From an optimization exercise on the open Yosys and OpenROAD flow, aimed at small area, a short achievable clock period and few clock cycles per item; shortcuts taken in it are not production practice.
The RTL was checked by simulation tests, not by an equivalence proof against the original design.
Power is estimated from default activity; no workload was simulated.

==> inputs of 12-13 <==
// MUL
module MUL #(
    parameter WIDTH = 32
) (
    input  [ 0:0] clk,
    input  [ 0:0] rst,
    input  [ 0:0] start,
    input  [31:0] a,
    input  [31:0] b,
    output [63:0] res,
    output [ 0:0] finish
);
make LEC_CHECK=0 CAP_MARGIN=20 CORE_MARGIN=2 CORE_UTILIZATION=40 SETUP_SLACK_MARGIN=1.6 SLEW_MARGIN=20 finish   # period 4.0 ns
run.sh (not shown) runs the stock make flow with config.mk's settings and CLKGATE_MAP_FILE= SYNTH_SCRIPT=/design/flow/synth_recipe.tcl, a recipe that flattens the netlist after the stock synthesis.
==> 07-19 (differences from 12-13) <==
Settings changed: SETUP_SLACK_MARGIN 1.6 to not set.
==> 09-08 (differences from 12-13) <==
Settings changed: SETUP_SLACK_MARGIN 1.6 to 2.0.
==> summary.txt <==
metric	09-08	12-13	07-19
Outcome	complete, no violations	complete, no violations	complete, no violations
Slew at the pin closest to its max-slew limit	0.612 ns	0.771 ns	0.893 ns
Filler instances	2688	2742	2809
Dpl hpwl	27.3 mm	26.9 mm	27.4 mm
Switching share of total power	48.0%	47.6%	48.0%
Layout-stage area growth over the synthesis result	25.0%	24.2%	15.8%
Worst-case headroom to the max-slew limit	58.8%	48.3%	39.7%
Worst R2R Start	p[0]	p[0]	cy_q
Clock power frac	10.0%	9.9%	10.9%
GR Layer Usage met1	34.2%	33.3%	29.8%
Total power of the final layout	15700 uW	15800 uW	14800 uW
Power in combinational cells	11500 uW	11600 uW	10700 uW
Slack of the worst reg-to-reg path	1.12 ns	1.10 ns	0.53 ns
Area used by multi-input combinational logic	9030 um^2	9030 um^2	8280 um^2
Testbench counts of 12-13, summed over its fixed seeds: cycles 5,376, items 768.
Testbench counts of 07-19, summed over its fixed seeds: cycles 5,376, items 768.
Testbench counts of 09-08, summed over its fixed seeds: cycles 5,376, items 768.

* * *

==> job 820: inputs <==
MUL, a different RTL version from the one above (not shown whole).
==> flow/config.mk <==
export PLATFORM = sky130hd
export DESIGN_NAME = MUL
export DESIGN_NICKNAME = MUL
export VERILOG_FILES = /design/flow/design.v
export SDC_FILE = /design/flow/constraint.sdc
export NUM_CORES = 4
export LEC_CHECK = 0
export CAP_MARGIN = 20
export CORE_MARGIN = 2
export CORE_UTILIZATION = 40
export CTS_BUF_LIST = sky130_fd_sc_hd__clkbuf_8
export SETUP_SLACK_MARGIN = 1.4
export SLEW_MARGIN = 20
==> flow/constraint.sdc <==
create_clock -name core_clock -period 4.0 [get_ports {clk}]
set_input_delay 0.8000 -clock core_clock [delete_from_list [all_inputs] [get_ports {clk}]]
set_output_delay 0.8000 -clock core_clock [all_outputs]
set_load 0.01 [all_outputs]
==> inputs of job 8725, as changes to job 820 <==
--- a/flow/design.v
+++ b/flow/design.v
@@ -498,87 +498,87 @@
 assign fc90 = (pp3[27] & fc55) | (pp3[27] & fc56) | (fc55 & fc56);
 assign fs91 = ~neg_q[1] ^ pp2[30] ^ pp3[28];
 assign fc91 = (~neg_q[1] & pp2[30]) | (~neg_q[1] & pp3[28]) | (pp2[30] & pp3[28]);
 assign hs5 = 1'b1 ^ pp2[31];
 assign hc5 = 1'b1 & pp2[31];
 assign hs6 = lowc[1] ^ fs0;
 assign hc6 = lowc[1] & fs0;
 assign fs92 = fc0 ^ fs58 ^ hc4;
-assign fc92 = (fc0 & fs58) | (fc0 & hc4) | (fs58 & hc4);
+assign fc92 = (fc0 ^ fs58) ? hc4 : fc0;
 assign fs93 = hs0 ^ fc58 ^ fs59;
-assign fc93 = (hs0 & fc58) | (hs0 & fs59) | (fc58 & fs59);
+assign fc93 = (hs0 ^ fc58) ? fs59 : hs0;
 assign fs94 = hs1 ^ fc59 ^ fs60;
-assign fc94 = (hs1 & fc59) | (hs1 & fs60) | (fc59 & fs60);
+assign fc94 = (hs1 ^ fc59) ? fs60 : hs1;
 assign fs95 = fs1 ^ fc60 ^ fs61;
-assign fc95 = (fs1 & fc60) | (fs1 & fs61) | (fc60 & fs61);
+assign fc95 = (fs1 ^ fc60) ? fs61 : fs1;
 assign fs96 = fs2 ^ fc61 ^ fs62;
-assign fc96 = (fs2 & fc61) | (fs2 & fs62) | (fc61 & fs62);
+assign fc96 = (fs2 ^ fc61) ? fs62 : fs2;
 assign fs97 = fs4 ^ fc62 ^ fs63;
-assign fc97 = (fs4 & fc62) | (fs4 & fs63) | (fc62 & fs63);
+assign fc97 = (fs4 ^ fc62) ? fs63 : fs4;
 assign fs98 = fs6 ^ fc63 ^ fs64;
-assign fc98 = (fs6 & fc63) | (fs6 & fs64) | (fc63 & fs64);
+assign fc98 = (fs6 ^ fc63) ? fs64 : fs6;
 assign fs99 = fs8 ^ fc64 ^ fs65;
-assign fc99 = (fs8 & fc64) | (fs8 & fs65) | (fc64 & fs65);
+assign fc99 = (fs8 ^ fc64) ? fs65 : fs8;
 assign fs100 = fs10 ^ fc65 ^ fs66;
-assign fc100 = (fs10 & fc65) | (fs10 & fs66) | (fc65 & fs66);
+assign fc100 = (fs10 ^ fc65) ? fs66 : fs10;
 assign fs101 = fs12 ^ fc66 ^ fs67;
-assign fc101 = (fs12 & fc66) | (fs12 & fs67) | (fc66 & fs67);
+assign fc101 = (fs12 ^ fc66) ? fs67 : fs12;
 assign fs102 = fs14 ^ fc67 ^ fs68;
-assign fc102 = (fs14 & fc67) | (fs14 & fs68) | (fc67 & fs68);
+assign fc102 = (fs14 ^ fc67) ? fs68 : fs14;
 assign fs103 = fs16 ^ fc68 ^ fs69;
-assign fc103 = (fs16 & fc68) | (fs16 & fs69) | (fc68 & fs69);
+assign fc103 = (fs16 ^ fc68) ? fs69 : fs16;
 assign fs104 = fs18 ^ fc69 ^ fs70;
-assign fc104 = (fs18 & fc69) | (fs18 & fs70) | (fc69 & fs70);
+assign fc104 = (fs18 ^ fc69) ? fs70 : fs18;
 assign fs105 = fs20 ^ fc70 ^ fs71;
-assign fc105 = (fs20 & fc70) | (fs20 & fs71) | (fc70 & fs71);
+assign fc105 = (fs20 ^ fc70) ? fs71 : fs20;
 assign fs106 = fs22 ^ fc71 ^ fs72;
-assign fc106 = (fs22 & fc71) | (fs22 & fs72) | (fc71 & fs72);
+assign fc106 = (fs22 ^ fc71) ? fs72 : fs22;
 assign fs107 = fs24 ^ fc72 ^ fs73;
-assign fc107 = (fs24 & fc72) | (fs24 & fs73) | (fc72 & fs73);
+assign fc107 = (fs24 ^ fc72) ? fs73 : fs24;
 assign fs108 = fs26 ^ fc73 ^ fs74;
-assign fc108 = (fs26 & fc73) | (fs26 & fs74) | (fc73 & fs74);
+assign fc108 = (fs26 ^ fc73) ? fs74 : fs26;
 assign fs109 = fs28 ^ fc74 ^ fs75;
-assign fc109 = (fs28 & fc74) | (fs28 & fs75) | (fc74 & fs75);
+assign fc109 = (fs28 ^ fc74) ? fs75 : fs28;
 assign fs110 = fs30 ^ fc75 ^ fs76;
-assign fc110 = (fs30 & fc75) | (fs30 & fs76) | (fc75 & fs76);
+assign fc110 = (fs30 ^ fc75) ? fs76 : fs30;
 assign fs111 = fs32 ^ fc76 ^ fs77;
-assign fc111 = (fs32 & fc76) | (fs32 & fs77) | (fc76 & fs77);
+assign fc111 = (fs32 ^ fc76) ? fs77 : fs32;
 assign fs112 = fs34 ^ fc77 ^ fs78;
-assign fc112 = (fs34 & fc77) | (fs34 & fs78) | (fc77 & fs78);
+assign fc112 = (fs34 ^ fc77) ? fs78 : fs34;
 assign fs113 = fs36 ^ fc78 ^ fs79;
-assign fc113 = (fs36 & fc78) | (fs36 & fs79) | (fc78 & fs79);
+assign fc113 = (fs36 ^ fc78) ? fs79 : fs36;
 assign fs114 = fs38 ^ fc79 ^ fs80;
-assign fc114 = (fs38 & fc79) | (fs38 & fs80) | (fc79 & fs80);
+assign fc114 = (fs38 ^ fc79) ? fs80 : fs38;
 assign fs115 = fs40 ^ fc80 ^ fs81;
-assign fc115 = (fs40 & fc80) | (fs40 & fs81) | (fc80 & fs81);
+assign fc115 = (fs40 ^ fc80) ? fs81 : fs40;
 assign fs116 = fs42 ^ fc81 ^ fs82;
-assign fc116 = (fs42 & fc81) | (fs42 & fs82) | (fc81 & fs82);
+assign fc116 = (fs42 ^ fc81) ? fs82 : fs42;
 assign fs117 = fs44 ^ fc82 ^ fs83;
-assign fc117 = (fs44 & fc82) | (fs44 & fs83) | (fc82 & fs83);
+assign fc117 = (fs44 ^ fc82) ? fs83 : fs44;
 assign fs118 = fs46 ^ fc83 ^ fs84;
-assign fc118 = (fs46 & fc83) | (fs46 & fs84) | (fc83 & fs84);
+assign fc118 = (fs46 ^ fc83) ? fs84 : fs46;
 assign fs119 = fs48 ^ fc84 ^ fs85;
-assign fc119 = (fs48 & fc84) | (fs48 & fs85) | (fc84 & fs85);
+assign fc119 = (fs48 ^ fc84) ? fs85 : fs48;
 assign fs120 = fs50 ^ fc85 ^ fs86;
-assign fc120 = (fs50 & fc85) | (fs50 & fs86) | (fc85 & fs86);
+assign fc120 = (fs50 ^ fc85) ? fs86 : fs50;
 assign fs121 = fs52 ^ fc86 ^ fs87;
-assign fc121 = (fs52 & fc86) | (fs52 & fs87) | (fc86 & fs87);
+assign fc121 = (fs52 ^ fc86) ? fs87 : fs52;
 assign fs122 = fs54 ^ fc87 ^ fs88;
-assign fc122 = (fs54 & fc87) | (fs54 & fs88) | (fc87 & fs88);
+assign fc122 = (fs54 ^ fc87) ? fs88 : fs54;
 assign fs123 = fs56 ^ fs89 ^ fc88;
-assign fc123 = (fs56 & fs89) | (fs56 & fc88) | (fs89 & fc88);
+assign fc123 = (fs56 ^ fs89) ? fc88 : fs56;
 assign fs124 = fs57 ^ fc89 ^ fs90;
-assign fc124 = (fs57 & fc89) | (fs57 & fs90) | (fc89 & fs90);
+assign fc124 = (fs57 ^ fc89) ? fs90 : fs57;
 assign fs125 = fc57 ^ fs91 ^ fc90;
-assign fc125 = (fc57 & fs91) | (fc57 & fc90) | (fs91 & fc90);
+assign fc125 = (fc57 ^ fs91) ? fc90 : fc57;
 assign fs126 = pp3[29] ^ hs5 ^ fc91;
-assign fc126 = (pp3[29] & hs5) | (pp3[29] & fc91) | (hs5 & fc91);
+assign fc126 = (pp3[29] ^ hs5) ? fc91 : pp3[29];
 assign fs127 = ~neg_q[2] ^ pp3[30] ^ hc5;
-assign fc127 = (~neg_q[2] & pp3[30]) | (~neg_q[2] & hc5) | (pp3[30] & hc5);
+assign fc127 = (~neg_q[2] ^ pp3[30]) ? hc5 : ~neg_q[2];
 assign hs7 = 1'b1 ^ pp3[31];
 assign hc7 = 1'b1 & pp3[31];
 wire [32:0] s_t = {1'b0, 1'b1, hc7, fc127, fc126, fc125, fc124, fc123, fc122, fc121, fc120, fc119, fc118, fc117, fc116, fc115, fc114, fc113, fc112, fc111, fc110, fc109, fc108, fc107, fc106, fc105, fc104, fc103, fc102, fc101, fc100, fc99, fc98};
 wire [32:0] c_t = {1'b0, 1'b0, ~neg_q[3], hs7, fs127, fs126, fs125, fs124, fs123, fs122, fs121, fs120, fs119, fs118, fs117, fs116, fs115, fs114, fs113, fs112, fs111, fs110, fs109, fs108, fs107, fs106, fs105, fs104, fs103, fs102, fs101, fs100, fs99};
 wire [7:0] ls_t = {fc97, fc96, fc95, fc94, fc93, fc92, hc6, hs6};
 wire [7:0] lc_t = {fs98, fs97, fs96, fs95, fs94, fs93, fs92, hs4};
 wire [8:0] u = {1'b0, ls_q} + {1'b0, lc_q};
 wire [7:0] low = {u[7] ^ (u[6] & n3_q), u[6] ^ n3_q, u[5:0]};
Settings changed: CORE_UTILIZATION 40 to 60, SETUP_SLACK_MARGIN 1.4 to 1.45.
==> summary of the runs <==
Flip-flop and latch count is the same in job 8725 and job 820.
Between job 820 and job 8725, the lower first-iteration DRC count is in job 820 (gap 32%, measured against job 8725).
Job 8725 produced a clean layout. Job 820 finished with timing, DRC and antenna clean.
Critical path depth is the same in job 820 and job 8725.
Against job 8725, the cell area of job 820 is higher by 3.0%.
Global-route usage: job 8725 is higher than job 820 (8.0 points).
Between job 820 and job 8725, the lower clock skew is in job 8725 (gap 0.015 ns).
Testbench counts of job 820, summed over its fixed seeds: cycles 5,376, items 768.
Testbench counts of job 8725, summed over its fixed seeds: cycles 5,376, items 768.
